This design comes from an exercise in tuning for small area and a short achievable clock period on the open sky130 flow, not from production work.

// mac
module mac(
    input [15:0] x1,
    input [15:0] x2,
    input clk,
    input rst,
    input en,
    output [39:0] y
    );
reg [39:0] S;
reg [39:0] C;
wire s1;
wire c2;
wire s3;
wire c4;
wire s5;
wire c6;
wire s7;
wire c8;
wire s9;
wire c10;
wire s11;
wire c12;
wire s13;
wire c14;
wire s15;
wire c16;
wire s17;
wire c18;
wire s19;
wire c20;
wire s21;
wire c22;
wire s23;
wire c24;
wire s25;
wire c26;
wire s27;
wire c28;
wire s29;
wire c30;
wire s31;
wire c32;
wire s33;
wire c34;
wire s35;
wire c36;
wire s37;
wire c38;
wire s39;
wire c40;
wire s41;
wire c42;
wire s43;
wire c44;
wire s45;
wire c46;
wire s47;
wire c48;
wire s49;
wire c50;
wire s51;
wire c52;
wire s53;
wire c54;
wire s55;
wire c56;
wire s57;
wire c58;
wire s59;
wire c60;
wire s61;
wire c62;
wire s63;
wire c64;
wire s65;
wire c66;
wire s67;
wire c68;
wire s69;
wire c70;
wire s71;
wire c72;
wire s73;
wire c74;
wire s75;
wire c76;
wire s77;
wire c78;
wire s79;
wire c80;
wire s81;
wire c82;
wire s83;
wire c84;
wire s85;
wire c86;
wire s87;
wire c88;
wire s89;
wire c90;
  ...
Size in the first run: ~920 cells after synthesis, ~80 flip-flops, ~9400 um^2 of cells after synthesis.
==> flow/config.mk <==
export PLATFORM = sky130hd
export DESIGN_NAME = mac
export DESIGN_NICKNAME = mac
export VERILOG_FILES = /design/flow/design.v
export SDC_FILE = /design/flow/constraint.sdc
export NUM_CORES = 4
export LEC_CHECK = 0
export ABC_AREA = 1
export CAP_MARGIN = 20
export CORE_MARGIN = 2
export CORE_UTILIZATION = 40
export SETUP_SLACK_MARGIN = 5
export SLEW_MARGIN = 20
export SYNTH_HIERARCHICAL = 1
==> flow/constraint.sdc <==
create_clock -name core_clock -period 12.0 [get_ports {clk}]
set_input_delay 2.4000 -clock core_clock [delete_from_list [all_inputs] [get_ports {clk}]]
set_output_delay 2.4000 -clock core_clock [all_outputs]
set_load 0.01 [all_outputs]
standard.sh (not shown) runs the stock make flow with config.mk's settings and CLKGATE_MAP_FILE= SYNTH_SCRIPT=/design/flow/synth_recipe.tcl, a recipe that flattens the netlist after the stock synthesis.
==> flow/flow/run.sh <==
#!/bin/bash
MARGIN=${MARGIN:-6}
bash standard.sh SETUP_SLACK_MARGIN=$MARGIN "BUFFER_PORTS_ARGS=-buffer_cell sky130_fd_sc_hd__buf_1" finish > standard.log 2>&1
Edit:
==> flow/flow/run.sh (replaced) <==
#!/bin/bash
MARGIN=${MARGIN:-6}
bash standard.sh SETUP_SLACK_MARGIN=$MARGIN "BUFFER_PORTS_ARGS=-buffer_cell sky130_fd_sc_hd__buf_2" finish > standard.log 2>&1
What happened:
- synthesized cell count stays the same
- worst setup slack gains 47 ps
- wire length came out lower slightly
- core utilization came out higher by 0.56 points
- hold slack loses 7.2 ps
- non-clock buffer count came out lower by 4
- die area does not change
Edit:
==> flow/flow/run.sh (replaced) <==
#!/bin/bash
MARGIN=${MARGIN:-6}
bash standard.sh SETUP_SLACK_MARGIN=$MARGIN finish > standard.log 2>&1
=> The changed run went through all stages and came out clean; global-route usage falls by 0.39 points; setup slack loses 94 ps; worst hold slack gains 8.1 ps; utilization rises by 1.9 points; final cell count rises by 0.39%; die area is unchanged; maximum frequency falls by 1.6%; synthesized area stays the same; non-clock buffer count rises by 4; critical path depth falls by 5.
Edit:
==> flow/flow/run.sh (replaced) <==
#!/bin/bash
MARGIN=${MARGIN:-6.5}
bash standard.sh SETUP_SLACK_MARGIN=$MARGIN "BUFFER_PORTS_ARGS=-buffer_cell sky130_fd_sc_hd__buf_2" finish > standard.log 2>&1
Die area stays the same.
Synthesized area stays the same.
Core utilization goes down by 0.93 points.
Non-clock buffer count goes up by 3.
Routed wire length goes up by 2.6%.
Count of clock-buffer cells in the layout is unchanged.
Setup slack improves by 380 ps.
Fmax goes up by 7.0%.
Sequential cell count does not change.
No functional check of the RTL was part of any run of this note.

==> re-timing with driven ports <==
In the flow no input, the clock included, has a driving cell. The finished layouts below were timed again as built, in two steps.
Step 1 sets driving cells, clkbuf_16 on the clock port and buf_2 on the other inputs (assumed; they add their load-dependent delay and slew).
Step 2 also shifts input and output timing later by t, the mid clock arrival at the registers, as if the neighbouring blocks saw the same clock.
a / b / c = ideal ports / drivers / drivers and shift; a / b = the first two.
| run | shift t [ns] | setup slack, ns | slew at the worst register clock pin (ns) | pins driven straight from the clock port |
|---|---|---|---|---|
| the first run | 0.398 | 6.273 / 6.225 / 5.936 | 0.07 / 0.07 | 1 |
| the second run | 0.389 | 6.319 / 6.275 / 6.020 | 0.07 / 0.07 | 1 |
| the third run | 0.394 | 6.225 / 6.179 / 5.873 | 0.07 / 0.07 | 1 |
| the fourth run | 0.388 | 6.602 / 6.620 / 6.236 | 0.07 / 0.07 | 1 |
After both steps setup and hold are still met in every run listed. The setup slack of the fourth run, which loses most, moves by +0.018 ns with the drivers and by -0.366 ns with both steps.
